What follows belongs to an exercise in optimizing a design on an open flow for small area, a short achievable clock period and few clock cycles per item; a production flow would make more cautious choices. In this exercise RTL edits were held to simulation tests only and were not proved equivalent to the original. No activity file was given, so power comes from the tool's default toggle rates.

### design.v
module APB_Slave_or8
(   input       [7:0] sel,
    input       [7:0] d,
    output            y
);
    assign y = |(sel & d);
endmodule
module APB_Slave_nor2
(   input       [1:0] a,
    output            y
);
    assign y = ~|a;
endmodule
module APB_Slave_nand2
(   input       [1:0] a,
    output            y
);
    assign y = ~&a;
endmodule
module APB_Slave_rdbit
(   input       [31:0] sel,
    input       [31:0] d,
    output             q
);
    wire  [3:0] p;                                               
    wire  [1:0] n;                                               
    genvar k;
    generate
        for (k = 0; k < 4; k = k + 1) begin : g8
            APB_Slave_or8 u (.sel(sel[8*k+7:8*k]), .d(d[8*k+7:8*k]), .y(p[k]));
        end
        for (k = 0; k < 2; k = k + 1) begin : g16
            APB_Slave_nor2 u (.a(p[2*k+1:2*k]), .y(n[k]));
        end
    endgenerate
    APB_Slave_nand2 u32 (.a(n), .y(q));
endmodule
module APB_Slave_dec
(   input        [3:0] lo_n,                                     
    input        [3:0] lo_wr_n,                                  
    input        [7:0] hi_n,                                     
    output      [31:0] rsel,
    output      [31:0] wsel
);
    genvar g;
    generate
        for (g = 0; g < 32; g = g + 1) begin : w
            assign rsel[g] = ~(lo_n[g % 4]    | hi_n[g / 4]);
            assign wsel[g] = ~(lo_wr_n[g % 4] | hi_n[g / 4]);
        end
    endgenerate
endmodule
module APB_Slave#( parameter DWIDTH = 32, AWIDTH = 5)
(   input                                      PCLK,             
    input                                   PRESETn,             
    input                                     PSELx,             
    input                                   PENABLE,             
    input                        [AWIDTH-1:0] PADDR,             
    input                                    PWRITE,             
    input                       [DWIDTH-1:0] PWDATA,             
    output reg                  [DWIDTH-1:0] PRDATA,             
    output                                   PREADY,             
    output                                   PSLVERR             
);
    localparam DEPTH = 2**AWIDTH;
    localparam LANES = 4;
    localparam LW    = DWIDTH / LANES;
    reg           [DWIDTH-1:0] mem_arr[DEPTH-1:0];
    wire          [DWIDTH-1:0] rd_word;
    wire                       wr = PSELx && PENABLE && PWRITE;
    reg                  [3:0] lo_n, lo_wr_n;                    
    reg                  [7:0] hi_n;                             
    integer                    k;
    always @(*) begin
        for (k = 0; k < 4; k = k + 1) begin
            lo_n[k]    = ~(PADDR[1:0] == k);
            lo_wr_n[k] = ~(wr && PADDR[1:0] == k);
        end
        for (k = 0; k < 8; k = k + 1)
            hi_n[k]    = ~(PADDR[4:2] == k);
    end
    genvar l, g, b;
    generate
        for (l = 0; l < LANES; l = l + 1) begin : lane
            wire [DEPTH-1:0] rsel;                               
            wire [DEPTH-1:0] wsel;                               
            APB_Slave_dec u_dec (.lo_n(lo_n), .lo_wr_n(lo_wr_n), .hi_n(hi_n), .rsel(rsel), .wsel(wsel));
            for (g = 0; g < DEPTH; g = g + 1) begin : word
                always @(posedge PCLK)
                    if (wsel[g])
                        mem_arr[g][l*LW +: LW] <= PWDATA[l*LW +: LW];
            end
            for (b = l*LW; b < (l+1)*LW; b = b + 1) begin : rd
                wire [DEPTH-1:0] column;
                for (g = 0; g < DEPTH; g = g + 1) begin : col
                    assign column[g] = mem_arr[g][b];
                end
                APB_Slave_rdbit u_bit (.sel(rsel), .d(column), .q(rd_word[b]));
            end
        end
    endgenerate
always @(posedge PCLK)
begin
    PRDATA <= rd_word;
end
    assign PREADY  = 1'b1;
    assign PSLVERR = 1'b0;
endmodule
### run.sh
#!/bin/bash
# synth_recipe.tcl (not shown) runs the flow's synth.tcl, then flattens the netlist and writes it again
# the make line also repeats each setting of config.mk as NAME=value (left out here)
make -C /OpenROAD-flow-scripts/flow DESIGN_CONFIG=/design/flow/config.mk WORK_HOME=/design/flow/orfs CLKGATE_MAP_FILE= SYNTH_SCRIPT=/design/flow/synth_recipe.tcl finish
### config.mk
export PLATFORM = sky130hd
export DESIGN_NAME = APB_Slave
export DESIGN_NICKNAME = APB_Slave
export VERILOG_FILES = /design/flow/design.v
export SDC_FILE = /design/flow/constraint.sdc
export NUM_CORES = 4
export LEC_CHECK = 0
export CAP_MARGIN = 20
export CORE_MARGIN = 2
export CORE_UTILIZATION = 65
export CTS_CLUSTER_DIAMETER = 100
export CTS_CLUSTER_SIZE = 24
export SETUP_SLACK_MARGIN = 3.3
export SLEW_MARGIN = 20
export SYNTH_HIERARCHICAL = 1
export TNS_END_PERCENT = 20
### constraint.sdc
create_clock -name core_clock -period 5.5 [get_ports {PCLK}]
set_input_delay 1.1000 -clock core_clock [delete_from_list [all_inputs] [get_ports {PCLK}]]
set_output_delay 1.1000 -clock core_clock [all_outputs]
set_load 0.01 [all_outputs]
==> summary.md, run 1 <==
| Metric | Value |
|---|---|
| Placement-stage cell area | between 40000 and 50000 µm² |
| DR WL/cell | 29.7 µm |
| Global-route usage over all layers | 30.4% |
| Site Rows | 88 |
| Critical Path RT | 4.40 ns |
| Slew @ Worst Pin | 0.560 ns |
| CP max FO | 1 |
| First-pass GRT wire length | 131000 µm |
| ANT cells | 0 |
| Non-Filler Instances | 3120 |
| Routability Congestion | a little over 0.8 |
| Mapped Area | 38200 µm² |
| Clk sink count | 1056 |
| Psw | 0.00281 W |
| Horiz. Die Dim | 246 µm |
| I/O pins | 76 |
| Gr ovfl total | 0 |
| Die Span Y | 246 µm |
| Drt drc | 0 |
| Pin count of the biggest net entering global routing | 33 |
| Critical path type | flop to primary output |
| Cts hold-fix bufs | 0 |
| ANT nets after route | 0 |
| Clk network pwr share | 29.3% |
| DIE AREA | roughly 60000 µm² |
| Largest stage delay on the critical path | 0.33 ns |
| DR pass1 iterations | 5 |
| Post-detail-place hpwl | 51300 µm |
| Relative slew slack | 62.5% |
| Crit-path cells | clkdlybuf4s15_1 |
| Worst Hold Class | flop to flop |
| Seq pwr share | 65.3% |
| Worst Hold Path Cells | 4 |
| Count of final hold-check violations | 0 |
| Initial antenna violation count | 0 |
| Number of cells on the critical path | 1 |
| Root buffer cell | clkbuf_16 |
| Clk_skew | 0.0202 ns |
| Final count of negative-setup-slack endpoints | 0 |
| Syn Inst Count | approximately 2100 |
| Post-synth top area share | 80.6% |
| Setup TNS | 0 ns |
| Cell taking the most area after synthesis | edfxtp_1 |
| Most frequent cells in the layout | edfxtp_1 (1024), a22oi_1 (445), nor2_4 (158), nand4_1 (128), nor2_2 (96) |
| Slowest CP cell | dfxtp_1 |
| Worst setup EP type | primary output |
| Ys Warns | 8 |
| Final Core Density | 75.8% |
| Bufs on Longest Clock Path | 3 |
| Cell internal pwr | 0.0108 W |
| Post-synthesis cell type count | 16 |
| Max-cap violations | 0 |
| Minimum clock period after layout | 2.29 ns |
| Core area | 57900 µm² |
| Peak supply drop | 292 µV |
| Switching share of power | between 20% and 30% |
| Placed insts | 2958 |
| Via count | 21300 |
| Vias in the first global route | 20700 |
| Commonest non-fill, non-tap cell in the layout | edfxtp_1 |
| Layout area overhead | 15.1% |
| Initial DRC Count | between 2000 and 3000 |
| Worst reg2reg path depth | 4 |
| Starting density of the core | 65.9% |
| F_max | 436 MHz |
| CTS Buf Count | 49 |
| RSZ-0062 raised after global routing | true |
| Vias/cell | 6.82 |
| Power Density | 310 nW/µm² |
| CTS tree | done |
| Crit path max-delay family | flip-flops |
| Syn Nets | ~2200 |
| Final net count | 2359 |
| Max Slew Vio Count | 0 |
| Final Cell Area | 43900 µm² |
| Worst-Skew Late Latency | 0.64 ns |
| Crit path DAT | 1.19 ns |
| Avg Inst Size Synth | 17.9 µm² |
| Worst path bufs/invs | 1 |
| Logic pwr share | 5.4% |
| WL final | 92500 µm |
| Top post-synthesis cells by area | edfxtp_1 (81%), a22oi_1 (10%), nor2_1 (3.2%) |
| Status | finished clean |
| Total power | about 0.014 W |
| Share of cells above drive strength 1 | around 23% |
| Crit start category | flop |
| Post-synthesis register bit count | 1056 |
| Leak Pwr | 12.9 nW |
| Quantity of I/O buffers inserted on ports | just over 70 |
| Sequential share of the synthesized area | 82.3% |
| Worst-path clk slew | ~0.090 ns |
| H-tree depth | 2 |
| Tcrit/Tclk final | 41.7% |
power groups by stage:
stage                     clock network, W  logic, W  registers (W)
after floorplan                          0  0.000222        0.00909
after global placement                   0  0.000589        0.00907
after detailed placement                 0  0.000603        0.00908
after CTS                          0.00402  0.000686        0.00889
after global routing               0.00429  0.000759        0.00890
final                              0.00400  0.000731        0.00889
final cells by class:
type,instances,area (µm²)
timing repair buffer,193,2160
clock buffer,89,1380
tap,765,957
fill,3334,14000
sequential,1056,31400
multi-input combinational,1017,8010
repair_timing:
action / 4_1_cts / 5_1_grt
pin swaps: 14 / 18
gates cloned: 13 / 2
endpoints found under the setup margin: 1088 / 352
buffers inserted: 38 / 20
resized for setup: 321 / 154
metrics by stage:
step | setup WS [ns] | hold WS, ns
finish | 3.21 | 0.572
CTS | 3.14 | 0.570
detailed placement | 1.40 | 0.548
global route | 3.19 | 0.603
global placement | 1.48 | 0.548
floorplan | 3.14 | 0.514
modules after synthesis (local to each module, per instance), a selection:
module           flops+latches  cells inside  cell area (µm²)  times used
APB_Slave                 1056          1078            31500           1
APB_Slave_dec                0            80              405           4
APB_Slave_nand2              0             1             3.75          32
APB_Slave_nor2               0             1             3.75          64
APB_Slave_or8                0             5             36.3         128
Yosys cell counts:
master and n:
edfxtp_1 1024, a22oi_1 512, nor2_1 321, nand4_1 128, buf_6 48, nand2_1 34
dfxtp_1 32, buf_4 18, nand2b_1 5, nand3b_1 3, conb_1 2, nand3_1 2
or3b_1 2, and3_1 1, or2_1 1, or3_1 1
state kept, by name, summed over array words and instances, names as in the netlist:
signal   count
PRDATA      32
mem_arr   1024
worst paths after layout:
check	start	to	slack [ns]
worst max register to register	mem_arr[24][9]	PRDATA[9]	4.19
worst max-delay path	PRDATA[3]	PRDATA[3]	3.21
worst min-delay path	mem_arr[6][31]	PRDATA[31]	0.57
worst min register to register	mem_arr[6][31]	PRDATA[31]	0.57
logic make-up (layout without fill, tap and decap cells):
group / Yosys count / after routing / share of synthesized area (%)
AO/OA/AOI/OAI: 512 / 512 / 10.1
buffers and inverters: 66 / 282 / 1.77
other: 2 / 2 / 0.0197
AND/OR/NAND/NOR: 498 / 503 / 5.85
flip-flops: 1056 / 1056 / 82.3
metal layers:
layer  part of all wire [%]  global-route usage [%]  vias up
met5                      0                       0        -
met2                     51                    50.8     1088
li1                       -                       -     9185
met3                    9.1                    4.26      134
met1                     37                    41.7    10900
met4                    2.6                    10.8        0
Testbench counts, summed over its fixed seeds: cycles 8,184, transfers 4,096.
==> run 2, diff against run 1 <==
--- a/config.mk
+++ b/config.mk
@@ -6,6 +6,7 @@
 export NUM_CORES = 4
 export LEC_CHECK = 0
 export CAP_MARGIN = 20
+export CORE_ASPECT_RATIO = 0.75
 export CORE_MARGIN = 2
 export CORE_UTILIZATION = 65
 export CTS_CLUSTER_DIAMETER = 100
@@ -13,4 +14,3 @@
 export SETUP_SLACK_MARGIN = 3.3
 export SLEW_MARGIN = 20
 export SYNTH_HIERARCHICAL = 1
-export TNS_END_PERCENT = 20
==> run 2 against run 1 <==
Total power is 0.41% lower. Utilization shrank 0.42 points. Via count shrank 0.69%. Combinational power shrank 4.2%. Synthesized cell count is the same. Final cell count is 0.26% lower. Clock power hardly changed. Clock skew rose by 0.0012 ns.
==> summary.md, run 2 <==
| Metric | Value |
|---|---|
| Bufs on Longest Clock Path | 3 (unchanged) |
| Gr ovfl total | 0 (unchanged) |
| Synth Flop Type | edfxtp_1 (unchanged) |
| Most numerous cell in the Yosys netlist | edfxtp_1 (unchanged) |
| Initial antenna violation count | 0 (unchanged) |
| H-tree depth | 2 (unchanged) |
| RR Startpoint | mem_arr[2][6] (was mem_arr[24][9]) |
| WL final | 90300 µm (was 92500 µm) |
| Initial DRC Count | 3168 (was 2777) |
| Mapped Area | 38200 µm² (unchanged) |
| Biggest register | mem_arr (unchanged) |
| Placed insts | 2971 (was 2958) |
| Crit start category | primary input (was flop) |
| Worst setup EP type | flop (was primary output) |
| Share of cells above drive strength 1 | 22.4% (was 22.6%) |
| Worst-path clk slew | 0.09 ns (about the same) |
| Clk_skew | 0.0214 ns (was 0.0202 ns) |
| Max-cap violations | 0 (unchanged) |
| Routability Congestion | 0.814 (was 0.826) |
| Syn Nets | 2176 (unchanged) |
| Commonest non-fill, non-tap cell in the layout | edfxtp_1 (unchanged) |
| Crit path from | PADDR[2] (was PRDATA[3]) |
| Via count | 21100 (was 21300) |
| Starting density of the core | 66.1% (was 65.9%) |
| CTS tree | done (unchanged) |
| DR WL/cell | 29.0 µm (was 29.7 µm) |
| Dpl ws | 1.24 ns (was 1.40 ns) |
| Root buffer cell | clkbuf_16 (unchanged) |
| Sequential share of the synthesized area | 82.3% (unchanged) |
| DR pass1 iterations | 5 (unchanged) |
| Hold_sp | mem_arr[22][7] (was mem_arr[6][31]) |
| Vias/cell | 6.79 (was 6.82) |
| Post-detail-place hpwl | 52200 µm (was 51300 µm) |
| Post-synth top area share | 80.6% (unchanged) |
| CP max FO | 11 (was 1) |
| Minimum clock period after layout | 2.26 ns (was 2.29 ns) |
| Leak Pwr | 12.7 nW (was 12.9 nW) |
| Worst path bufs/invs | 2 (was 1) |
| Post-synthesis compound-gate area fraction | 10.1% (unchanged) |
| Peak supply drop | 344 µV (was 292 µV) |
| ANT cells | 0 (unchanged) |
| Syn Inst Count | 2134 (unchanged) |
| Worst Hold Class | flop to flop (unchanged) |
| Vias in the first global route | 20000 (was 20700) |
| Non-Filler Instances | 3112 (was 3120) |
| Top post-synthesis cells by area | edfxtp_1 (81%), a22oi_1 (10%), nor2_1 (3.2%) (unchanged) |
| Regs by FF count | mem_arr x1024, PRDATA x32 (unchanged) |
| Drt drc | 0 (unchanged) |
| Post-synth ARST share | 0% (unchanged) |
| I/O pins | 76 (unchanged) |
| Max Slew Vio Count | 0 (unchanged) |
| Worst-Skew Late Latency | 0.62 ns (was 0.64 ns) |
| F_max | 443 MHz (was 436 MHz) |
| Max FFs per register | 1024 (unchanged) |
| Relative slew slack | 55.9% (was 62.5%) |
| CTS Buf Count | 49 (unchanged) |
| Final count of negative-setup-slack endpoints | 0 (unchanged) |
| Total power | 0.0136 W (about the same) |
| Layout area overhead | 14.0% (was 15.1%) |
| Slowest CP cell | a22oi_1 (was dfxtp_1) |
| Worst setup margin | 3.24 ns (was 3.21 ns) |
| Post-synthesis mux area share | 0% (unchanged) |
| Largest family of logic cells by synthesized area | compound AO/OA/AOI/OAI gates (unchanged) |
| Post-synth top cells | edfxtp_1 (1024), a22oi_1 (512), nor2_1 (321) (unchanged) |
| Power Density | 312 nW/µm² (was 310 nW/µm²) |
| Ys Warns | 8 (unchanged) |
| RSZ-0062 raised after global routing | true (unchanged) |
| Status | finished clean (unchanged) |
| Core area | 57700 µm² (was 57900 µm²) |
| Cts hold-fix bufs | 0 (unchanged) |
| Synth Area in Adders | 0% (unchanged) |
| Most frequent cells in the layout | edfxtp_1 (1024), a22oi_1 (458), nor2_4 (173), nand4_1 (128), nor2_2 (82) (was edfxtp_1 (1024), a22oi_1 (445), nor2_4 (158), nand4_1 (128), nor2_2 (96)) |
| Quantity of I/O buffers inserted on ports | 72 (unchanged) |
| First-pass GRT wire length | 130000 µm (was 131000 µm) |
| Crit path DAT | 2.76 ns (was 1.19 ns) |
| Count of final hold-check violations | 0 (unchanged) |
| Clk sink count | 1056 (unchanged) |
| Tcrit/Tclk final | 41.0% (was 41.7%) |
| Largest stage delay on the critical path | 0.27 ns (was 0.33 ns) |
| Horiz. Die Dim | 284 µm (was 246 µm) |
| Post-synthesis cell type count | 16 (unchanged) |
| Post-synthesis register bit count | 1056 (unchanged) |
| Critical path type | primary input to flop (was flop to primary output) |
| ANT nets after route | 0 (unchanged) |
| Global-route usage over all layers | 29.8% (was 30.4%) |
| Crit-path cells | buf_4 -> or3_4 -> buf_6 -> nor2_4 -> a22oi_1 -> nand4_1 -> nor2_2 -> nand2_1 (was clkdlybuf4s15_1) |
| Final net count | 2337 (was 2359) |
| Critical Path RT | 6.01 ns (was 4.40 ns) |
| Pin count of the biggest net entering global routing | 33 (unchanged) |
| EDFF count, synth | 1024 (unchanged) |
| Post-Synth XOR/XNOR Area | 0% (unchanged) |
| Avg Inst Size Synth | 17.9 µm² (unchanged) |
| Setup TNS | 0 ns (unchanged) |
| Simple-gate portion of the synthesized area | 5.85% (unchanged) |
| Crit path max-delay family | simple AND/OR/NAND/NOR gates (was flip-flops) |
| Site Rows | 76 (was 88) |
| Slew @ Worst Pin | 0.662 ns (was 0.560 ns) |
| DIE AREA | 60700 µm² (was 60600 µm²) |
| Die Span Y | 214 µm (was 246 µm) |
| Final Core Density | 75.4% (was 75.8%) |
| Cell taking the most area after synthesis | edfxtp_1 (unchanged) |
## run 2: repair_timing
item / CTS / global route
setup buffers: 31 / 13
pin swaps: 19 / 18
setup endpoints to repair: 1088 / 186
cloned: 9 / 0
hold endpoints to repair: 0 / 0
gates resized for setup: 298 / 91
## run 2: modules after synthesis (local to each module, per instance), excerpt
module	flops+latches	cells
APB_Slave	1056	1078
APB_Slave_dec	0	80
APB_Slave_or8	0	5
APB_Slave_nand2	0	1
APB_Slave_nor2	0	1
## run 2: routing by layer
layer | GRT usage (%) | share of wire (%) | vias to the layer above
met2 | 46.7 | 47 | 1090
met1 | 45.3 | 41 | 10800
met3 | 4.95 | 10 | 88
met5 | 0 | 0 | -
met4 | 6.37 | 1.6 | 0
li1 | - | - | 9136
## run 2: path summary, 6_finish.rpt
kind / slack (ns) / cells past startpoint / endpoint
worst max-delay path: 3.24 / 8 / PRDATA[6]
worst min-delay path: 0.59 / 4 / PRDATA[7]
worst max register to register: 4.21 / 4 / PRDATA[6]
worst min register to register: 0.59 / 4 / PRDATA[7]
## run 2: logic make-up after synthesis
group	Yosys count
AO/OA/AOI/OAI	512
buffers and inverters	66
flip-flops	1056
other	2
AND/OR/NAND/NOR	498
## run 2: cell type report
| cell class | instances | area, µm² |
|---|---|---|
| well taps | 780 | 976 |
| multi-input cells | 1016 | 8010 |
| flip-flops and latches | 1056 | 31400 |
| repair buffers | 172 | 1750 |
| fillers | 3361 | 14200 |
| clock buffers | 88 | 1370 |
## run 2: per-stage QoR
stage	instance area, µm²	hold WS [ns]
floorplan	39400	0.514
global placement	40800	0.550
detailed placement	40800	0.565
CTS	43000	0.589
global route	43500	0.637
finish	43500	0.591
## run 2: worst min-delay path, stage by stage (launching register included)
cell	delay, ns
edfxtp_1	0.34
a22oi_1	0.06
nand4_1	0.08
nor2_1	0.04
nand2_1	0.05
## run 2: power by group
group / internal (W) / switching, W / leakage (nW)
combinational: 0.000211 / 0.000489 / 2.61
clock: 0.00170 / 0.00227 / 0.650
sequential: 0.00887 / 0.0000186 / 9.48
total: 0.0108 / 0.00278 / 12.7
==> run 3, diff against run 2 <==
--- a/config.mk
+++ b/config.mk
@@ -6,7 +6,7 @@
 export NUM_CORES = 4
 export LEC_CHECK = 0
 export CAP_MARGIN = 20
-export CORE_ASPECT_RATIO = 0.75
+export CORE_ASPECT_RATIO = 1.33
 export CORE_MARGIN = 2
 export CORE_UTILIZATION = 65
 export CTS_CLUSTER_DIAMETER = 100
==> run 3 against run 2 <==
Synthesized cell count did not move. Total power rose by 0.32%. Synthesized area did not move. Critical path type unchanged. Critical endpoint is now PRDATA[25]. Largest power group unchanged. Highest routed layer unchanged.
==> summary.md, run 3 <==
| Metric | Value |
|---|---|
| Status | finished clean (unchanged) |
| Share of cells above drive strength 1 | 24.3% (was 22.4%) |
| Initial antenna violation count | 0 (unchanged) |
| Top post-synthesis cells by area | edfxtp_1 (81%), a22oi_1 (10%), nor2_1 (3.2%) (unchanged) |
| Slowest CP cell | bufbuf_16 (was a22oi_1) |
| Syn Nets | 2176 (unchanged) |
| Worst setup EP type | flop (unchanged) |
| Biggest register | mem_arr (unchanged) |
| Most numerous cell in the Yosys netlist | edfxtp_1 (unchanged) |
| Sequential share of the synthesized area | 82.3% (unchanged) |
| ANT nets after route | 0 (unchanged) |
| Vias in the first global route | 20600 (was 20000) |
| Max FFs per register | 1024 (unchanged) |
| Worst-Skew Late Latency | 0.63 ns (was 0.62 ns) |
| Count of final hold-check violations | 0 (unchanged) |
| Most frequent cells in the layout | edfxtp_1 (1024), a22oi_1 (450), nor2_4 (189), nand4_1 (128), nor2_2 (83) (was edfxtp_1 (1024), a22oi_1 (458), nor2_4 (173), nand4_1 (128), nor2_2 (82)) |
| Worst-path clk slew | 0.09 ns (about the same) |
| Synth Flop Type | edfxtp_1 (unchanged) |
| Root buffer cell | clkbuf_16 (unchanged) |
| Peak supply drop | 350 µV (was 344 µV) |
| Max-cap violations | 0 (unchanged) |
| EDFF count, synth | 1024 (unchanged) |
| Max Slew Vio Count | 0 (unchanged) |
| Commonest non-fill, non-tap cell in the layout | edfxtp_1 (unchanged) |
| Via count | 21000 (was 21100) |
| Pin count of the biggest net entering global routing | 33 (unchanged) |
| Vias/cell | 6.70 (was 6.79) |
| Die Span Y | 283 µm (was 214 µm) |
| Routability Congestion | 0.844 (was 0.814) |
| ANT cells | 0 (unchanged) |
| Relative slew slack | 61.0% (was 55.9%) |
| Minimum clock period after layout | 2.23 ns (was 2.26 ns) |
| Crit-path cells | clkbuf_4 -> or2_4 -> bufbuf_16 -> nor2_4 -> a22oi_2 -> nand4_1 -> nor2_2 -> nand2_1 (was buf_4 -> or3_4 -> buf_6 -> nor2_4 -> a22oi_1 -> nand4_1 -> nor2_2 -> nand2_1) |
| I/O pins | 76 (unchanged) |
| Setup TNS | 0 ns (unchanged) |
| Avg Inst Size Synth | 17.9 µm² (unchanged) |
| Gr ovfl total | 0 (unchanged) |
| Slew @ Worst Pin | 0.586 ns (was 0.662 ns) |
| Post-synthesis register bit count | 1056 (unchanged) |
| Critical Path RT | 6.01 ns (about the same) |
| Leak Pwr | 12.9 nW (was 12.7 nW) |
| Final net count | 2358 (was 2337) |
| Bufs on Longest Clock Path | 3 (unchanged) |
| Crit start category | primary input (unchanged) |
| F_max | 448 MHz (was 443 MHz) |
| CTS Buf Count | 49 (unchanged) |
| Cell taking the most area after synthesis | edfxtp_1 (unchanged) |
| Post-synth ARST share | 0% (unchanged) |
| Non-Filler Instances | 3134 (was 3112) |
| Critical path type | primary input to flop (unchanged) |
| Post-synth top cells | edfxtp_1 (1024), a22oi_1 (512), nor2_1 (321) (unchanged) |
| Final count of negative-setup-slack endpoints | 0 (unchanged) |
| RR Startpoint | mem_arr[29][3] (was mem_arr[2][6]) |
| Clk_skew | 0.0191 ns (was 0.0214 ns) |
| Worst Hold Class | flop to flop (unchanged) |
| DR pass1 iterations | 5 (unchanged) |
| Crit path DAT | 2.74 ns (was 2.76 ns) |
| DR WL/cell | 29.5 µm (was 29.0 µm) |
| Power Density | 309 nW/µm² (was 312 nW/µm²) |
| Ys Warns | 8 (unchanged) |
| First-pass GRT wire length | 134000 µm (was 130000 µm) |
| Mapped Area | 38200 µm² (unchanged) |
| Drt drc | 0 (unchanged) |
| Post-synthesis cell type count | 16 (unchanged) |
| Global-route usage over all layers | 30.4% (was 29.8%) |
| Largest stage delay on the critical path | 0.35 ns (was 0.27 ns) |
| Horiz. Die Dim | 214 µm (was 284 µm) |
| WL final | 92300 µm (was 90300 µm) |
| Crit path max-delay family | simple AND/OR/NAND/NOR gates (unchanged) |
| Post-synth top area share | 80.6% (unchanged) |
| H-tree depth | 2 (unchanged) |
| Starting density of the core | 65.6% (was 66.1%) |
| Worst path bufs/invs | 2 (unchanged) |
| Initial DRC Count | 2724 (was 3168) |
| RSZ-0062 raised after global routing | true (unchanged) |
| Regs by FF count | mem_arr x1024, PRDATA x32 (unchanged) |
| Quantity of I/O buffers inserted on ports | 72 (unchanged) |
| Site Rows | 102 (was 76) |
| Placed insts | 2974 (was 2971) |
| DIE AREA | 60700 µm² (about the same) |
| Layout area overhead | 15.3% (was 14.0%) |
| Post-detail-place hpwl | 52200 µm (about the same) |
| Syn Inst Count | 2134 (unchanged) |
| CP max FO | 8 (was 11) |
| Clk sink count | 1056 (unchanged) |
| CTS tree | done (unchanged) |
| Crit path from | PADDR[1] (was PADDR[2]) |
| Core area | 58200 µm² (was 57700 µm²) |
| Hold_sp | mem_arr[22][14] (was mem_arr[22][7]) |
| Tcrit/Tclk final | 40.6% (was 41.0%) |
## run 3: cell counts after synthesis
No cell type changed its count.
## run 3: what timing repair did
item                                     CTS  global route
buffers inserted                          41            16
cloned                                    14             0
gates resized for setup                  331           103
hold buffers                               0             0
pin swaps                                 15            20
endpoints found under the setup margin  1088           109
## run 3: modules after synthesis (local to each module, per instance), a selection
module           cell area (µm²)  flops+latches
APB_Slave_dec                405              0
APB_Slave_nand2             3.75              0
APB_Slave                  31500           1056
APB_Slave_nor2              3.75              0
APB_Slave_or8               36.3              0
## run 3: cells by family after synthesis
kind of cell,share of synthesized area (%)
AO/OA/AOI/OAI,10.1
buffers and inverters,1.77
flip-flops,82.3
other,0.0197
AND/OR/NAND/NOR,5.85
## run 3: final cells by class
class / instances / area [µm²]
multi-input cells: 1018 / 8190
clock buffers: 89 / 1380
well taps: 780 / 976
repair buffers: 191 / 2060
fillers: 3391 / 14200
flip-flops and latches: 1056 / 31400
## run 3: path summary, 6_finish.rpt
check	endpoint	slack (ns)	cells after the start
setup / recovery	PRDATA[25]	3.27	8
setup reg to reg	PRDATA[3]	4.19	4
hold / removal	PRDATA[14]	0.60	4
hold reg to reg	PRDATA[14]	0.60	4
## run 3: layer usage
metal	share of wire [%]	global-route usage [%]	wire, µm	vias up
met5	0	0	0	-
met4	3.2	9.46	2940	0
met3	8.2	3.85	7560	151
met2	51	51.1	47200	1016
met1	37	42.3	34600	10700
li1	-	-	-	9174
## run 3: through the flow
step	utilization [%]	power (W)	hold slack (ns)	setup slack [ns]	area [µm²]
after floorplan	-	0.00935	0.514	3.14	39400
after global placement	70.2	0.00969	0.552	1.34	40800
after detailed placement	70.2	0.00971	0.567	1.27	40800
after CTS	74.7	0.0136	0.588	3.25	43400
after global routing	75.6	0.0140	0.630	3.28	44000
final	75.6	0.0136	0.595	3.27	44000
## run 3: worst min-delay path: stages, from the launching register on
cell and delay [ns]:
edfxtp_1 0.34, a22oi_1 0.06, nand4_1 0.08, nor2_1 0.04, nand2_1 0.04
## run 3: power breakdown
| part | internal [W] | switching (W) |
|---|---|---|
| Sequential | 0.00887 | 0.0000201 |
| Combinational | 0.000237 | 0.000511 |
| Clock | 0.00170 | 0.00226 |
==> run 4, diff against run 3 <==
--- a/config.mk
+++ b/config.mk
@@ -6,11 +6,10 @@
 export NUM_CORES = 4
 export LEC_CHECK = 0
 export CAP_MARGIN = 20
-export CORE_ASPECT_RATIO = 1.33
 export CORE_MARGIN = 2
-export CORE_UTILIZATION = 65
+export CORE_UTILIZATION = 70
 export CTS_CLUSTER_DIAMETER = 100
 export CTS_CLUSTER_SIZE = 24
-export SETUP_SLACK_MARGIN = 3.3
+export SETUP_SLACK_MARGIN = 3.35
 export SLEW_MARGIN = 20
 export SYNTH_HIERARCHICAL = 1
==> run 4 against run 3 <==
Still clean. Via count increased by 3.9%. Non-clock buffer count grew 26. Worst setup slack improved by 0.020 ns. Synthesized cell count stayed put. Utilization up 7.0 points. Flip-flop and latch count unchanged. Global-route usage increased by 3.0 points. Final cell count shrank 1.9%. Largest cell class unchanged.
==> summary.md, run 4 <==
| Metric | Value |
|---|---|
| Status | finished clean (unchanged) |
| Post-synth top cells | edfxtp_1 (1024), a22oi_1 (512), nor2_1 (321) (unchanged) |
| Max-cap violations | 0 (unchanged) |
| Slew @ Worst Pin | 0.880 ns (was 0.586 ns) |
| Minimum clock period after layout | 2.21 ns (was 2.23 ns) |
| Dpl ws | 1.37 ns (was 1.27 ns) |
| CTS tree | done (unchanged) |
| Power Density | 307 nW/µm² (was 309 nW/µm²) |
| DR pass1 iterations | 5 (unchanged) |
| Clk sink count | 1056 (unchanged) |
| Horiz. Die Dim | 237 µm (was 214 µm) |
| Die Span Y | 237 µm (was 283 µm) |
| Most Crowded Layer GR | met2 (unchanged) |
| Synth Flop Type | edfxtp_1 (unchanged) |
| Site Rows | 85 (was 102) |
| Core area | 53800 µm² (was 58200 µm²) |
| Hold_sp | mem_arr[20][13] (was mem_arr[22][14]) |
| Syn Nets | 2176 (unchanged) |
| Cell taking the most area after synthesis | edfxtp_1 (unchanged) |
| Clk_skew | 0.0234 ns (was 0.0191 ns) |
| Sequential share of the synthesized area | 82.3% (unchanged) |
| GR Layer Usage met3 | 6.94% (was 3.85%) |
| Post-synth top area share | 80.6% (unchanged) |
| Seq pwr share | 65.2% (was 65.4%) |
| Starting density of the core | 70.9% (was 65.6%) |
| Fillers | 2565 (was 3391) |
| Reg2reg setup slack | 4.20 ns (was 4.19 ns) |
| Worst setup margin | 3.29 ns (was 3.27 ns) |
| DIE AREA | 56400 µm² (was 60700 µm²) |
| Clk network pwr share | 29.2% (was 29.1%) |
| Regs by FF count | mem_arr x1024, PRDATA x32 (unchanged) |
| Quantity of I/O buffers inserted on ports | 72 (unchanged) |
| Gr ovfl total | 0 (unchanged) |
| DR WL/cell | 30.8 µm (was 29.5 µm) |
| RSZ-0062 raised after global routing | true (unchanged) |
| Psw | 0.00282 W (was 0.00279 W) |
| Most numerous cell in the Yosys netlist | edfxtp_1 (unchanged) |
| Vias/cell | 7.10 (was 6.70) |
| I/O pins | 76 (unchanged) |
| Worst-Skew Late Latency | 0.64 ns (was 0.63 ns) |
| Crit path DAT | 2.77 ns (was 2.74 ns) |
| Max FFs per register | 1024 (unchanged) |
| Final count of negative-setup-slack endpoints | 0 (unchanged) |
| Most frequent cells in the layout | edfxtp_1 (1024), a22oi_1 (430), nor2_4 (190), nand4_1 (128), buf_4 (85) (was edfxtp_1 (1024), a22oi_1 (450), nor2_4 (189), nand4_1 (128), nor2_2 (83)) |
| Setup TNS | 0 ns (unchanged) |
| Via count | 21800 (was 21000) |
| Relative slew slack | 41.4% (was 61.0%) |
| Post-synth ARST share | 0% (unchanged) |
| Post-synthesis register bit count | 1056 (unchanged) |
| Initial antenna violation count | 2 (was 0) |
| Worst-path clk slew | 0.09 ns (about the same) |
| Mapped Area | 38200 µm² (unchanged) |
| Share of cells above drive strength 1 | 26.0% (was 24.3%) |
| RR Startpoint | mem_arr[10][13] (was mem_arr[29][3]) |
| H-tree depth | 2 (unchanged) |
| Final net count | 2384 (was 2358) |
| Leak Pwr | 13.2 nW (was 12.9 nW) |
| Worst setup EP type | flop (unchanged) |
| Post-detail-place hpwl | 51400 µm (was 52200 µm) |
| ANT nets after route | 0 (unchanged) |
| Vias in the first global route | 20900 (was 20600) |
| Avg Inst Size Synth | 17.9 µm² (unchanged) |
| Layout area overhead | 16.6% (was 15.3%) |
| EDFF count, synth | 1024 (unchanged) |
| Switching share of power | 20.6% (was 20.5%) |
| ANT cells | 0 (unchanged) |
| Routing usage on met1 | 47.6% (was 42.3%) |
| Crit start category | primary input (unchanged) |
| Critical Path RT | 6.06 ns (was 6.01 ns) |
| CTS Buf Count | 49 (unchanged) |
| Worst Hold Class | flop to flop (unchanged) |
| Peak supply drop | 326 µV (was 350 µV) |
| Syn Inst Count | 2134 (unchanged) |
| Final Core Density | 82.6% (was 75.6%) |
| Logic pwr share | 5.7% (was 5.5%) |
| Tcrit/Tclk final | 40.2% (was 40.6%) |
| Global-route usage over all layers | 33.4% (was 30.4%) |
| Routability Congestion | 0.871 (was 0.844) |
| Crit path from | PADDR[4] (was PADDR[1]) |
| Cts hold-fix bufs | 0 (unchanged) |
| Critical path type | primary input to flop (unchanged) |
| Cell internal pwr | 0.0108 W (about the same) |
| Max Slew Vio Count | 0 (unchanged) |
| Root buffer cell | clkbuf_16 (unchanged) |
| Ys Warns | 8 (unchanged) |
| WL final | 94800 µm (was 92300 µm) |
| Count of final hold-check violations | 0 (unchanged) |
| Top post-synthesis cells by area | edfxtp_1 (81%), a22oi_1 (10%), nor2_1 (3.2%) (unchanged) |
| Initial DRC Count | 3626 (was 2724) |
| Biggest register | mem_arr (unchanged) |
| F_max | 452 MHz (was 448 MHz) |
| Drt drc | 0 (unchanged) |
| Bufs on Longest Clock Path | 3 (unchanged) |
| First-pass GRT wire length | 134000 µm (about the same) |
| Pin count of the biggest net entering global routing | 33 (unchanged) |
| Grt met2 use | 54.3% (was 51.1%) |
| CP max FO | 11 (was 8) |
| Commonest non-fill, non-tap cell in the layout | edfxtp_1 (unchanged) |
| Post-synthesis cell type count | 16 (unchanged) |
-- run 4: cell counts after synthesis --
Identical to the previous run, type by type.
-- run 4: worst max-delay path, stage by stage --
cell,delay [ns]
buf_8,0.14
or3b_4,0.47
buf_12,0.18
buf_6,0.12
nor2_4,0.15
buf_4,0.16
a22oi_2,0.10
nand4_1,0.15
nor2_1,0.08
nand2_1,0.11
-- run 4: logic make-up (layout without fill, tap and decap cells) --
group	Yosys count	after routing	share of synthesized area [%]
buffers and inverters	66	305	1.77
other	2	2	0.0197
AOI/OAI and AO/OA	512	512	10.1
and+or+nand+nor	498	504	5.85
DFF	1056	1056	82.3
-- run 4: worst paths after layout --
check	to	cells past startpoint
worst min register to register	PRDATA[13]	4
worst max-delay path	PRDATA[21]	10
worst max register to register	PRDATA[13]	4
worst min-delay path	PRDATA[13]	4
-- run 4: area by class of cell --
cell class              count  area (µm²)  area share [%]
well taps                 696         871            1.96
clock buffers              88        1370            3.09
repair buffers            217        2510            5.64
flip-flops and latches   1056       31400            70.6
multi-input cells        1018        8310            18.7
-- run 4: repair_timing --
action | 4_1_cts | 5_1_grt
setup buffers | 46 | 37
gates resized for setup | 302 | 119
pin swaps | 58 | 48
hold endpoints to repair | 0 | 0
gates cloned | 15 | 3
setup endpoints to repair | 1088 | 119
-- run 4: modules after synthesis (local to each module, per instance), excerpt --
| module | copies in the design | flip-flops and latches |
|---|---|---|
| APB_Slave | 1 | 1056 |
| APB_Slave_dec | 4 | 0 |
| APB_Slave_nand2 | 32 | 0 |
| APB_Slave_nor2 | 64 | 0 |
| APB_Slave_or8 | 128 | 0 |
-- run 4: metal layers --
metal  up-vias  wire length, µm
met5         -               27
met2      1369            46400
li1       9236                -
met3       179            10800
met1     11000            34900
met4         4             2710
-- run 4: power groups by stage --
stage | Combinational [W] | Sequential, W | Clock, W
after floorplan | 0.000266 | 0.00909 | 0
after global placement | 0.000621 | 0.00907 | 0
after detailed placement | 0.000639 | 0.00907 | 0
after CTS | 0.000706 | 0.00889 | 0.00398
after global routing | 0.000797 | 0.00890 | 0.00432
final | 0.000772 | 0.00890 | 0.00398
-- run 4: through the flow --
stage	hold WS, ns	power (W)	area [µm²]	cells
4_1_cts	0.584	0.0136	43600	3035
5_1_grt	0.605	0.0140	44500	3075
3_3_place_gp	0.555	0.00969	41000	2886
6_report	0.586	0.0136	44500	3075
2_1_floorplan	0.514	0.00936	39700	2134
3_5_place_dp	0.561	0.00971	41000	2886
==> run 5, diff against run 4 <==
--- a/config.mk
+++ b/config.mk
@@ -7,7 +7,7 @@
 export LEC_CHECK = 0
 export CAP_MARGIN = 20
 export CORE_MARGIN = 2
-export CORE_UTILIZATION = 70
+export CORE_UTILIZATION = 65
 export CTS_CLUSTER_DIAMETER = 100
 export CTS_CLUSTER_SIZE = 24
 export SETUP_SLACK_MARGIN = 3.35
==> run 5 against run 4 <==
Sequential share of layout area rose by 1.0 points. Critical path depth fell by 2. Maximum frequency fell by 0.21%. Worst setup slack got worse by 0.0047 ns. Clock skew fell by 0.012 ns. Clock-buffer cell count did not move. Largest cell class unchanged.
==> summary.md, run 5 <==
| Metric | Value |
|---|---|
| Power Density | 310 nW/µm² (was 307 nW/µm²) |
| Initial DRC Count | 2749 (was 3626) |
| Switching share of power | 20.5% (was 20.6%) |
| CTS tree | done (unchanged) |
| Worst setup EP type | flop (unchanged) |
| Dpl ws | 1.39 ns (was 1.37 ns) |
| Worst Hold Class | flop to flop (unchanged) |
| Initial antenna violation count | 0 (was 2) |
| I/O pins | 76 (unchanged) |
| Worst Hold Path Cells | 4 (unchanged) |
| Pin count of the biggest net entering global routing | 33 (unchanged) |
| Sequential share of the synthesized area | 82.3% (unchanged) |
| Worst Hold End | PRDATA[22] (was PRDATA[13]) |
| GR Layer Usage met3 | 5.86% (was 6.94%) |
| Critical Path RT | 6.00 ns (was 6.06 ns) |
| Critical path type | primary input to flop (unchanged) |
| Largest stage delay on the critical path | 0.28 ns (was 0.47 ns) |
| Worst-Skew Late Latency | 0.63 ns (was 0.64 ns) |
| Vias in the first global route | 20400 (was 20900) |
| DR WL/cell | 29.3 µm (was 30.8 µm) |
| Grt met2 use | 49.7% (was 54.3%) |
| Most frequent cells in the layout | edfxtp_1 (1024), a22oi_1 (452), nor2_4 (180), nand4_1 (128), nor2_2 (89) (was edfxtp_1 (1024), a22oi_1 (430), nor2_4 (190), nand4_1 (128), buf_4 (85)) |
| DIE AREA | 60600 µm² (was 56400 µm²) |
| Core area | 57900 µm² (was 53800 µm²) |
| Drt drc | 0 (unchanged) |
| Cell taking the most area after synthesis | edfxtp_1 (unchanged) |
| Max-cap violations | 0 (unchanged) |
| RR Startpoint | mem_arr[8][21] (was mem_arr[10][13]) |
| Hold_sp | mem_arr[22][22] (was mem_arr[20][13]) |
| Syn Inst Count | 2134 (unchanged) |
| Max Slew Vio Count | 0 (unchanged) |
| Leak Pwr | 12.9 nW (was 13.2 nW) |
| Hold_ws | 0.567 ns (was 0.586 ns) |
| F_max | 451 MHz (was 452 MHz) |
| Ys Warns | 8 (unchanged) |
| Top post-synthesis cells by area | edfxtp_1 (81%), a22oi_1 (10%), nor2_1 (3.2%) (unchanged) |
| Slew @ Worst Pin | 0.722 ns (was 0.880 ns) |
| Via count | 21200 (was 21800) |
| Post-detail-place hpwl | 52100 µm (was 51400 µm) |
| Minimum clock period after layout | 2.22 ns (was 2.21 ns) |
| Most numerous cell in the Yosys netlist | edfxtp_1 (unchanged) |
| Final net count | 2350 (was 2384) |
| Bufs on Longest Clock Path | 3 (unchanged) |
| Post-synth top area share | 80.6% (unchanged) |
| Worst setup margin | 3.28 ns (was 3.29 ns) |
| Regs by FF count | mem_arr x1024, PRDATA x32 (unchanged) |
| Crit-path cells | buf_4 -> nand2b_4 -> buf_16 -> nor2_2 -> a22oi_1 -> nand4_1 -> nor2_1 -> nand2_1 (was buf_8 -> or3b_4 -> buf_12 -> buf_6 -> nor2_4 -> buf_4 -> a22oi_2 -> nand4_1 -> nor2_1 -> nand2_1) |
| Share of cells above drive strength 1 | 24.1% (was 26.0%) |
| Clk_skew | 0.0114 ns (was 0.0234 ns) |
| Final Core Density | 75.7% (was 82.6%) |
| Count of final hold-check violations | 0 (unchanged) |
| CTS Buf Count | 49 (unchanged) |
| Commonest non-fill, non-tap cell in the layout | edfxtp_1 (unchanged) |
| Worst-path clk slew | 0.09 ns (about the same) |
| First-pass GRT wire length | 128000 µm (was 134000 µm) |
| Post-synth ARST share | 0% (unchanged) |
| Reg2reg setup slack | 4.19 ns (was 4.20 ns) |
| CP max FO | 10 (was 11) |
| Cts hold-fix bufs | 0 (unchanged) |
| Seq pwr share | 65.4% (was 65.2%) |
| Logic pwr share | 5.4% (was 5.7%) |
| Psw | 0.00279 W (was 0.00282 W) |
| Slowest CP cell | nand2b_4 (was or3b_4) |
| H-tree depth | 2 (unchanged) |
| Status | finished clean (unchanged) |
| Worst reg2reg path depth | 4 (unchanged) |
| Routing usage on met1 | 41.3% (was 47.6%) |
| ANT nets after route | 0 (unchanged) |
| Peak supply drop | 302 µV (was 326 µV) |
| Setup TNS | 0 ns (unchanged) |
| Horiz. Die Dim | 246 µm (was 237 µm) |
| Cell internal pwr | 0.0108 W (about the same) |
| Worst R2R End | PRDATA[21] (was PRDATA[13]) |
| Root buffer cell | clkbuf_16 (unchanged) |
| Avg Inst Size Synth | 17.9 µm² (unchanged) |
| Tcrit/Tclk final | 40.3% (was 40.2%) |
| Gr ovfl total | 0 (unchanged) |
| Synth Flop Type | edfxtp_1 (unchanged) |
| Clk sink count | 1056 (unchanged) |
| Quantity of I/O buffers inserted on ports | 72 (unchanged) |
| Starting density of the core | 65.9% (was 70.9%) |
| Most Crowded Layer GR | met2 (unchanged) |
| Vias/cell | 6.81 (was 7.10) |
| Post-synthesis register bit count | 1056 (unchanged) |
| Post-synth top cells | edfxtp_1 (1024), a22oi_1 (512), nor2_1 (321) (unchanged) |
| ANT cells | 0 (unchanged) |
| Max FFs per register | 1024 (unchanged) |
| Crit path DAT | 2.72 ns (was 2.77 ns) |
| Syn Nets | 2176 (unchanged) |
| Worst path bufs/invs | 2 (was 4) |
| Die Span Y | 246 µm (was 237 µm) |
| RSZ-0062 raised after global routing | true (unchanged) |
| Mapped Area | 38200 µm² (unchanged) |
| Crit start category | primary input (unchanged) |
| DR pass1 iterations | 6 (was 5) |
| Clk network pwr share | 29.2% (about the same) |
| Site Rows | 88 (was 85) |
| Post-synthesis cell type count | 16 (unchanged) |
| Crit path max-delay family | simple AND/OR/NAND/NOR gates (unchanged) |
| EDFF count, synth | 1024 (unchanged) |
| Relative slew slack | 51.7% (was 41.4%) |
| WL final | 91000 µm (was 94800 µm) |
| Global-route usage over all layers | 29.8% (was 33.4%) |
| Biggest register | mem_arr (unchanged) |
| Routability Congestion | 0.830 (was 0.871) |
| Layout area overhead | 15.0% (was 16.6%) |
| Final count of negative-setup-slack endpoints | 0 (unchanged) |
==> run 5: cell types whose count changed in the layout (fill, tap and decap cells not counted), sizes merged <==
cell | before | now
clkbuf | 91 | 89
or3b | 4 | 3
buf | 177 | 147
nand2b | 8 | 7
==> run 5: cells by family (layout without fill, tap and decap cells) <==
kind of cell,after synthesis,in the layout,share of synthesized area (%)
AND/OR/NAND/NOR,498,502,5.85
AO/OA/AOI/OAI,512,512,10.1
buffers and inverters,66,273,1.77
other,2,2,0.0197
flip-flops,1056,1056,82.3
==> run 5: metal layers <==
| layer | up-vias | routed length [µm] |
|---|---|---|
| met5 | - | 0 |
| met4 | 0 | 2000 |
| met3 | 134 | 8750 |
| met2 | 1064 | 45400 |
| met1 | 10800 | 34800 |
| li1 | 9167 | - |
==> run 5: modules after synthesis (local to each module, per instance), a selection <==
module	cell area (µm²)	cells inside	flip-flops and latches	times used
APB_Slave_nor2	3.75	1	0	64
APB_Slave_or8	36.3	5	0	128
APB_Slave_dec	405	80	0	4
APB_Slave	31500	1078	1056	1
APB_Slave_nand2	3.75	1	0	32
==> run 5: worst max path at each step <==
| stage | startpoint | end | slack (ns) | depth (start not counted) |
|---|---|---|---|---|
| after detailed placement | PADDR[1] | mem_arr[0][6] | 1.39 | 5 |
| after global placement | PADDR[1] | mem_arr[0][6] | 1.41 | 5 |
| after CTS | PRDATA[28] | PRDATA[28] | 3.30 | 1 |
| after global routing | PRDATA[31] | PRDATA[31] | 3.28 | 1 |
| after floorplan | PADDR[1] | mem_arr[0][0] | 3.29 | 4 |
| final | PADDR[1] | PRDATA[21] | 3.28 | 8 |
==> run 5: through the flow <==
stage	total power [W]	std cells	area (µm²)
5_1_grt	0.0139	3110	43900
3_5_place_dp	0.00972	2959	41100
3_3_place_gp	0.00970	2959	41100
4_1_cts	0.0136	3090	43200
6_report	0.0136	3110	43900
2_1_floorplan	0.00936	2134	39700
==> run 5: area by class of cell <==
| type | count | area (µm²) |
|---|---|---|
| sequential | 1056 | 31400 |
| multi-input combinational | 1016 | 8110 |
| timing repair buffer | 185 | 2010 |
| fill | 3337 | 14100 |
| clock buffer | 88 | 1370 |
| tap | 765 | 957 |
==> run 5: worst register-to-register path: stages (launching register included) <==
cell,delay (ns)
edfxtp_1,0.39
a22oi_2,0.22
nand4_1,0.19
nor2_1,0.28
nand2_1,0.11
==> run 5: repair_timing <==
item / 4_1_cts / 5_1_grt
cloned: 8 / 1
gates resized for setup: 283 / 111
endpoints found under the setup margin: 1088 / 64
pin swaps: 33 / 36
buffers inserted: 35 / 19
==> run 5: power groups by stage <==
stage | combinational [W] | clock (W) | sequential, W
final | 0.000730 | 0.00397 | 0.00890
after global routing | 0.000758 | 0.00428 | 0.00891
after CTS | 0.000680 | 0.00399 | 0.00889
after detailed placement | 0.000641 | 0 | 0.00907
after global placement | 0.000627 | 0 | 0.00907
after floorplan | 0.000266 | 0 | 0.00909
==> run 6, diff against run 5 <==
--- a/config.mk
+++ b/config.mk
@@ -10,6 +10,6 @@
 export CORE_UTILIZATION = 65
 export CTS_CLUSTER_DIAMETER = 100
 export CTS_CLUSTER_SIZE = 24
-export SETUP_SLACK_MARGIN = 3.35
+export SETUP_SLACK_MARGIN = 3.25
 export SLEW_MARGIN = 20
 export SYNTH_HIERARCHICAL = 1
==> run 6 against run 5 <==
Worst hold slack improved by 0.012 ns. Sequential power about the same. Combinational power decreased by 6.7%. Design area decreased by 1.6%. First-iteration DRC count increased by 6.8%. Final cell count decreased by 0.32%. Via count increased by 0.38%. Synthesized cell count unchanged. Register-to-register slack got worse by 0.06 ns. Sequential share of layout area increased by 1.1 points. Synthesized area unchanged. Total power increased by 0.25%. Critical path type unchanged. Critical endpoint is now PRDATA[14]. Largest power group unchanged.
==> summary.md, run 6 <==
| Metric | Value |
|---|---|
| Status | finished clean (unchanged) |
| CTS tree | done (unchanged) |
| Max Slew Vio Count | 0 (unchanged) |
| Global-route usage over all layers | 30.5% (was 29.8%) |
| Final net count | 2336 (was 2350) |
| Top post-synthesis cells by area | edfxtp_1 (81%), a22oi_1 (10%), nor2_1 (3.2%) (unchanged) |
| Post-synthesis cell type count | 16 (unchanged) |
| Slew @ Worst Pin | 0.643 ns (was 0.722 ns) |
| Worst reg2reg path depth | 4 (unchanged) |
| ANT nets after route | 0 (unchanged) |
| Most frequent cells in the layout | edfxtp_1 (1024), a22oi_1 (495), nor2_4 (156), nand4_1 (128), nor2_1 (92) (was edfxtp_1 (1024), a22oi_1 (452), nor2_4 (180), nand4_1 (128), nor2_2 (89)) |
| Bufs on Longest Clock Path | 3 (unchanged) |
| Ys Warns | 8 (unchanged) |
| Vias/cell | 6.85 (was 6.81) |
| Syn Inst Count | 2134 (unchanged) |
| WL final | 92300 µm (was 91000 µm) |
| Synth Flop Type | edfxtp_1 (unchanged) |
| H-tree depth | 2 (unchanged) |
| Relative slew slack | 57.1% (was 51.7%) |
| CTS Buf Count | 49 (unchanged) |
| Regs by FF count | mem_arr x1024, PRDATA x32 (unchanged) |
| Horiz. Die Dim | 246 µm (unchanged) |
| Share of cells above drive strength 1 | 19.7% (was 24.1%) |
| Starting density of the core | 65.9% (unchanged) |
| Power Density | 316 nW/µm² (was 310 nW/µm²) |
| ANT cells | 0 (unchanged) |
| Clk sink count | 1056 (unchanged) |
| Final Cell Area | 43200 µm² (was 43900 µm²) |
| Root buffer cell | clkbuf_16 (unchanged) |
| Avg Inst Size Synth | 17.9 µm² (unchanged) |
| Minimum clock period after layout | 2.32 ns (was 2.22 ns) |
| Routability Congestion | 0.840 (was 0.830) |
| Layout area overhead | 13.1% (was 15.0%) |
| Count of final hold-check violations | 0 (unchanged) |
| Gr ovfl total | 0 (unchanged) |
| Commonest non-fill, non-tap cell in the layout | edfxtp_1 (unchanged) |
| Worst Hold Path Cells | 4 (unchanged) |
| Tcrit/Tclk final | 42.2% (was 40.3%) |
| Post-synth top cells | edfxtp_1 (1024), a22oi_1 (512), nor2_1 (321) (unchanged) |
| RSZ-0062 raised after global routing | true (unchanged) |
| Site Rows | 88 (unchanged) |
| Drt drc | 0 (unchanged) |
| Most numerous cell in the Yosys netlist | edfxtp_1 (unchanged) |
| Initial antenna violation count | 2 (was 0) |
| First-pass GRT wire length | 132000 µm (was 128000 µm) |
| Max-cap violations | 0 (unchanged) |
| EDFF count, synth | 1024 (unchanged) |
| Placement-stage cell area | 40600 µm² (was 41100 µm²) |
| F_max | 431 MHz (was 451 MHz) |
| CP max FO | 16 (was 10) |
| Post-detail-place hpwl | 51700 µm (was 52100 µm) |
| Pin count of the biggest net entering global routing | 33 (unchanged) |
| Vias in the first global route | 20400 (about the same) |
| Biggest register | mem_arr (unchanged) |
| Post-synth top area share | 80.6% (unchanged) |
| Syn Nets | 2176 (unchanged) |
| Clk_skew | 0.0200 ns (was 0.0114 ns) |
| Worst setup EP type | flop (unchanged) |
| Cts hold-fix bufs | 0 (unchanged) |
| Via count | 21200 (about the same) |
| DR pass1 iterations | 6 (unchanged) |
| Final Core Density | 74.5% (was 75.7%) |
| Post-synth ARST share | 0% (unchanged) |
| Core area | 57900 µm² (unchanged) |
| Placed insts | 2959 (unchanged) |
| DR WL/cell | 29.8 µm (was 29.3 µm) |
| DIE AREA | 60600 µm² (unchanged) |
| Fillers | 3372 (was 3337) |
| Cell taking the most area after synthesis | edfxtp_1 (unchanged) |
| Leak Pwr | 12.7 nW (was 12.9 nW) |
| Worst-Skew Late Latency | 0.63 ns (about the same) |
| Worst Hold Class | flop to flop (unchanged) |
| Initial DRC Count | 2936 (was 2749) |
| Non-Filler Instances | 3100 (was 3110) |
| Post-synthesis register bit count | 1056 (unchanged) |
| Final count of negative-setup-slack endpoints | 0 (unchanged) |
| Worst-path clk slew | 0.09 ns (about the same) |
| Critical path type | primary input to flop (unchanged) |
| Total power | 0.0136 W (about the same) |
| Setup TNS | 0 ns (unchanged) |
| I/O pins | 76 (unchanged) |
| Quantity of I/O buffers inserted on ports | 72 (unchanged) |
| Max FFs per register | 1024 (unchanged) |
| Mapped Area | 38200 µm² (unchanged) |
| Peak supply drop | 278 µV (was 302 µV) |
| Sequential share of the synthesized area | 82.3% (unchanged) |
| Die Span Y | 246 µm (unchanged) |
| Crit path DAT | 2.83 ns (was 2.72 ns) |
| Crit start category | primary input (unchanged) |
| Critical Path RT | 6.01 ns (was 6.00 ns) |
[run 6: worst max-delay path, cell delays in order]
cell,delay (ns)
buf_4,0.22
nand3b_1,0.24
buf_12,0.26
nor2_1,0.19
a22oi_1,0.36
nand4_1,0.14
nor2_1,0.20
nand2_1,0.09
[run 6: per-module statistics from Yosys, one instance, submodules excluded, excerpt]
module           cell area (µm²)  cells inside  times used
APB_Slave                  31500          1078           1
APB_Slave_dec                405            80           4
APB_Slave_or8               36.3             5         128
APB_Slave_nand2             3.75             1          32
APB_Slave_nor2              3.75             1          64
[run 6: report_power, final]
part	switching (W)	internal [W]
clock network	0.00229	0.00177
logic	0.000488	0.000193
registers	0.0000178	0.00887
[run 6: kinds of logic (layout without fill, tap and decap cells)]
group           Yosys count  count (layout)  synth area share [%]
flops                  1056            1056                  82.3
compound gates          512             512                  10.1
simple gates            498             503                  5.85
other cells               2               2                0.0197
buf+inv                  66             262                  1.77
[run 6: worst paths after layout]
path | startpoint | end | slack, ns
hold / removal | mem_arr[18][16] | PRDATA[16] | 0.58
hold reg to reg | mem_arr[18][16] | PRDATA[16] | 0.58
setup reg to reg | mem_arr[2][23] | PRDATA[23] | 4.13
setup / recovery | PADDR[3] | PRDATA[14] | 3.18
[run 6: what timing repair did]
action,4_1_cts,5_1_grt
pin swaps,9,2
endpoints found under the setup margin,1088,46
buffers inserted,39,0
gates resized for setup,272,75
endpoints found under the hold margin,0,0
gates cloned,9,1
[run 6: area by class of cell]
class / count / area [µm²] / area share, %
multi-input combinational: 1017 / 7690 / 17.8
clock buffer: 91 / 1430 / 3.30
clock inverter: 1 / 8.76 / 0.0203
tap: 765 / 957 / 2.22
sequential: 1056 / 31400 / 72.7
timing repair buffer: 170 / 1680 / 3.89
[run 6: through the flow]
stage,worst slack [ns],hold WS [ns]
3_5_place_dp,1.12,0.560
6_report,3.18,0.579
4_1_cts,3.20,0.578
5_1_grt,3.21,0.616
3_3_place_gp,1.31,0.558
2_1_floorplan,3.14,0.514
[run 6: metal layers]
metal  wire, µm  vias up  track usage (%)
met1      36500    10900             45.3
met4       2060        0             7.26
met2      45700     1066             49.5
met3       8020      126             3.55
met5          0        -                0
li1           -     9128                -
==> run 7, diff against run 6 <==
==> config.mk (replaced) <==
export PLATFORM = sky130hd
export DESIGN_NAME = APB_Slave
export DESIGN_NICKNAME = APB_Slave
export VERILOG_FILES = /design/flow/design.v
export SDC_FILE = /design/flow/constraint.sdc
export NUM_CORES = 4
export LEC_CHECK = 0
export CAP_MARGIN = 0
export CORE_MARGIN = 2
export CORE_UTILIZATION = 65
export CTS_CLUSTER_DIAMETER = 100
export CTS_CLUSTER_SIZE = 24
export SETUP_SLACK_MARGIN = 3.3
export SLEW_MARGIN = 0
export SYNTH_HIERARCHICAL = 1
==> run 7 against run 6 <==
Clock-buffer cell count decreased by 1. Non-clock buffer count up 24. Global-route usage rose by 0.34 points. Still clean. Flip-flop and latch count did not move. Worst setup slack improved by 0.12 ns. Maximum frequency grew 5.4%. Worst hold slack improved by 0.0054 ns. Routed wire length up 1.6%. Clock skew fell by 0.0057 ns.
==> summary.md, run 7 <==
| Metric | Value |
|---|---|
| Status | finished clean (unchanged) |
| Crit path DAT | 2.71 ns (was 2.83 ns) |
| Critical Path RT | 6.00 ns (was 6.01 ns) |
| Drt drc | 0 (unchanged) |
| Ys Warns | 8 (unchanged) |
| Starting density of the core | 65.9% (unchanged) |
| Die Span Y | 246 µm (unchanged) |
| Core area | 57900 µm² (unchanged) |
| Post-synthesis cell type count | 16 (unchanged) |
| Syn Inst Count | 2134 (unchanged) |
| Quantity of I/O buffers inserted on ports | 72 (unchanged) |
| Vias/cell | 6.85 (about the same) |
| Final count of negative-setup-slack endpoints | 0 (unchanged) |
| Seq pwr share | 65.0% (was 65.2%) |
| Post-synth top cells | edfxtp_1 (1024), a22oi_1 (512), nor2_1 (321) (unchanged) |
| Root buffer cell | clkbuf_16 (unchanged) |
| Layout area overhead | 14.9% (was 13.1%) |
| Most numerous cell in the Yosys netlist | edfxtp_1 (unchanged) |
| Post-detail-place hpwl | 52100 µm (was 51700 µm) |
| GR Layer Usage met3 | 3.50% (was 3.55%) |
| Power Density | 312 nW/µm² (was 316 nW/µm²) |
| Horiz. Die Dim | 246 µm (unchanged) |
| Biggest register | mem_arr (unchanged) |
| Vias in the first global route | 20500 (was 20400) |
| Final net count | 2362 (was 2336) |
| Count of final hold-check violations | 0 (unchanged) |
| Syn Nets | 2176 (unchanged) |
| Worst-Skew Late Latency | 0.63 ns (about the same) |
| H-tree depth | 2 (unchanged) |
| Post-synth ARST share | 0% (unchanged) |
| Cts hold-fix bufs | 0 (unchanged) |
| Site Rows | 88 (unchanged) |
| Most frequent cells in the layout | edfxtp_1 (1024), a22oi_1 (460), nor2_4 (177), nand4_1 (128), buf_4 (86) (was edfxtp_1 (1024), a22oi_1 (495), nor2_4 (156), nand4_1 (128), nor2_1 (92)) |
| Mapped Area | 38200 µm² (unchanged) |
| CTS Buf Count | 49 (unchanged) |
| Max-cap violations | 0 (unchanged) |
| DIE AREA | 60600 µm² (unchanged) |
| EDFF count, synth | 1024 (unchanged) |
| Most Crowded Layer GR | met2 (unchanged) |
| Initial antenna violation count | 1 (was 2) |
| Pin count of the biggest net entering global routing | 33 (unchanged) |
| Clk sink count | 1056 (unchanged) |
| Grt met2 use | 51.4% (was 49.5%) |
| ANT nets after route | 0 (unchanged) |
| Post-synthesis register bit count | 1056 (unchanged) |
| WL final | 93900 µm (was 92300 µm) |
| RSZ-0062 raised after global routing | true (unchanged) |
| Max FFs per register | 1024 (unchanged) |
| Leak Pwr | 12.9 nW (was 12.7 nW) |
| Global-route usage over all layers | 30.8% (was 30.5%) |
| Worst setup EP type | flop (unchanged) |
| Tcrit/Tclk final | 40.1% (was 42.2%) |
| Clk network pwr share | 29.7% (was 29.8%) |
| Gr ovfl total | 0 (unchanged) |
| Post-synth top area share | 80.6% (unchanged) |
| F_max | 454 MHz (was 431 MHz) |
| Critical path type | primary input to flop (unchanged) |
| Sequential share of the synthesized area | 82.3% (unchanged) |
| Share of cells above drive strength 1 | 23.5% (was 19.7%) |
| Max Slew Vio Count | 0 (unchanged) |
| CTS tree | done (unchanged) |
| Cell internal pwr | 0.0109 W (was 0.0108 W) |
| Logic pwr share | 5.3% (was 5.0%) |
| First-pass GRT wire length | 133000 µm (was 132000 µm) |
| Clk_skew | 0.0142 ns (was 0.0200 ns) |
| Routing usage on met1 | 44.6% (was 45.3%) |
| Crit start category | primary input (unchanged) |
| Total power | 0.0137 W (was 0.0136 W) |
| Switching share of power | 20.7% (was 20.5%) |
| Avg Inst Size Synth | 17.9 µm² (unchanged) |
| Fillers | 3355 (was 3372) |
| Cell taking the most area after synthesis | edfxtp_1 (unchanged) |
| Worst-path clk slew | 0.09 ns (about the same) |
| Initial DRC Count | 2921 (was 2936) |
| Psw | 0.00283 W (was 0.00280 W) |
| Setup TNS | 0 ns (unchanged) |
| Via count | 21400 (was 21200) |
| Peak supply drop | 360 µV (was 278 µV) |
| DR pass1 iterations | 6 (unchanged) |
| Synth Flop Type | edfxtp_1 (unchanged) |
| Relative slew slack | 42.0% (was 57.1%) |
| CP max FO | 8 (was 16) |
| I/O pins | 76 (unchanged) |
| Top post-synthesis cells by area | edfxtp_1 (81%), a22oi_1 (10%), nor2_1 (3.2%) (unchanged) |
| Routability Congestion | 0.860 (was 0.840) |
| DR WL/cell | 30.0 µm (was 29.8 µm) |
| Bufs on Longest Clock Path | 3 (unchanged) |
| Minimum clock period after layout | 2.20 ns (was 2.32 ns) |
| Worst Hold Class | flop to flop (unchanged) |
| Slew @ Worst Pin | 0.870 ns (was 0.643 ns) |
| Regs by FF count | mem_arr x1024, PRDATA x32 (unchanged) |
| Commonest non-fill, non-tap cell in the layout | edfxtp_1 (unchanged) |
## run 7: power by group through the flow
stage	sequential, W	clock, W	combinational, W
floorplan	0.00909	0	0.000252
global placement	0.00907	0	0.000620
detailed placement	0.00907	0	0.000635
CTS	0.00889	0.00409	0.000684
global route	0.00890	0.00437	0.000758
finish	0.00889	0.00407	0.000731
## run 7: cell type report
type,instances,area (µm²),share of cell area (%)
Sequential cell,1056,31400,71.6
Timing Repair Buffer,194,1970,4.48
Tap cell,765,957,2.18
Clock inverter,1,8.76,0.0200
Antenna cell,1,2.50,0.00571
Multi-Input combinational cell,1019,8070,18.4
Clock buffer,90,1420,3.25
## run 7: routing by layer
metal / vias up / share of wire, % / wire [µm]
met4: 2 / 2.4 / 2280
met1: 11000 / 38 / 35900
met5: - / 0.023 / 22
met2: 1105 / 50 / 47000
met3: 140 / 9.2 / 8600
li1: 9198 / - / -
## run 7: cells by family (layout without fill, tap and decap cells)
| family | after synthesis | count (layout) | share of synthesized area (%) |
|---|---|---|---|
| flops | 1056 | 1056 | 82.3 |
| simple gates | 498 | 505 | 5.85 |
| other cells | 2 | 3 | 0.0197 |
| compound gates | 512 | 512 | 10.1 |
| buf+inv | 66 | 285 | 1.77 |
## run 7: final timing paths
path                                       from          to  slack (ns)  depth (start not counted)
worst max register to register    mem_arr[8][2]   PRDATA[2]        4.19                          4
worst min-delay path            mem_arr[22][21]  PRDATA[21]        0.58                          4
worst min register to register  mem_arr[22][21]  PRDATA[21]        0.58                          4
worst max-delay path                   PADDR[0]  PRDATA[25]        3.30                          8
## run 7: worst max-delay path, stage by stage
cell	delay (ns)
buf_8	0.17
nand2b_4	0.30
buf_12	0.21
nor2_1	0.15
a22oi_1	0.24
nand4_1	0.20
nor2_2	0.21
nand2_1	0.10
## run 7: metrics by stage
stage          hold WS (ns)  instance area, µm²  cells  util (%)  setup slack, ns
2_1_floorplan         0.514               39400   2134         -             3.14
3_3_place_gp          0.564               40800   2959      70.5             1.27
3_5_place_dp          0.575               40800   2959      70.5             1.10
4_1_cts               0.591               43200   3102      74.6             3.29
5_1_grt               0.619               43800   3125      75.7             3.28
6_report              0.584               43800   3126      75.7             3.30
## run 7: timing repair
action                     4_1_cts  5_1_grt
cloned                          11        3
pin swaps                       17       17
setup endpoints to repair     1088       59
setup buffers                   41       20
gates resized for setup        304       99
## run 7: per-module statistics from Yosys (local to each module, per instance), excerpt
| module | flip-flops and latches | times used |
|---|---|---|
| APB_Slave_nor2 | 0 | 64 |
| APB_Slave_nand2 | 0 | 32 |
| APB_Slave_or8 | 0 | 128 |
| APB_Slave | 1056 | 1 |
| APB_Slave_dec | 0 | 4 |

-- port drivers added, routing unchanged --
The flow's constraints put no driver on any port. The routed layouts listed below were extracted and timed again, unchanged, in two steps.
Step 1 sets driving cells, clkbuf_16 on the clock port and buf_2 on the other inputs (assumed; they add their load-dependent delay and slew).
Step 2 adds t to the input delays and takes it off the output delays; t is the mean of the earliest and latest rising clock arrival at the registers after step 1. Input paths then give back, and output paths get back, about the clock's delay inside the block.
a / b / c = ideal / step 1 / step 2; a / b = the first two.
run	t (ns)	setup slack, ns	worst setup path after step 2	worst data-port slew with drivers (ns)	cell pins on the clock port's net
run 1	0.689	3.208 / 3.143 / 2.575	input to register	0.05	1
run 2	0.677	3.244 / 3.264 / 2.592	input to register	0.05	1
run 3	0.683	3.268 / 3.262 / 2.620	input to register	0.04	1
run 4	0.687	3.288 / 3.242 / 2.555	input to register	0.22	1
run 5	0.679	3.283 / 3.269 / 2.615	input to register	0.07	1
run 6	0.686	3.178 / 3.213 / 2.526	input to register	0.05	1
run 7	0.695	3.297 / 3.254 / 2.608	input to register	0.06	1
After both steps every run listed still meets setup and hold. The setup slack of run 4, which loses most, moves by -0.046 ns with the drivers and by -0.733 ns with both steps.
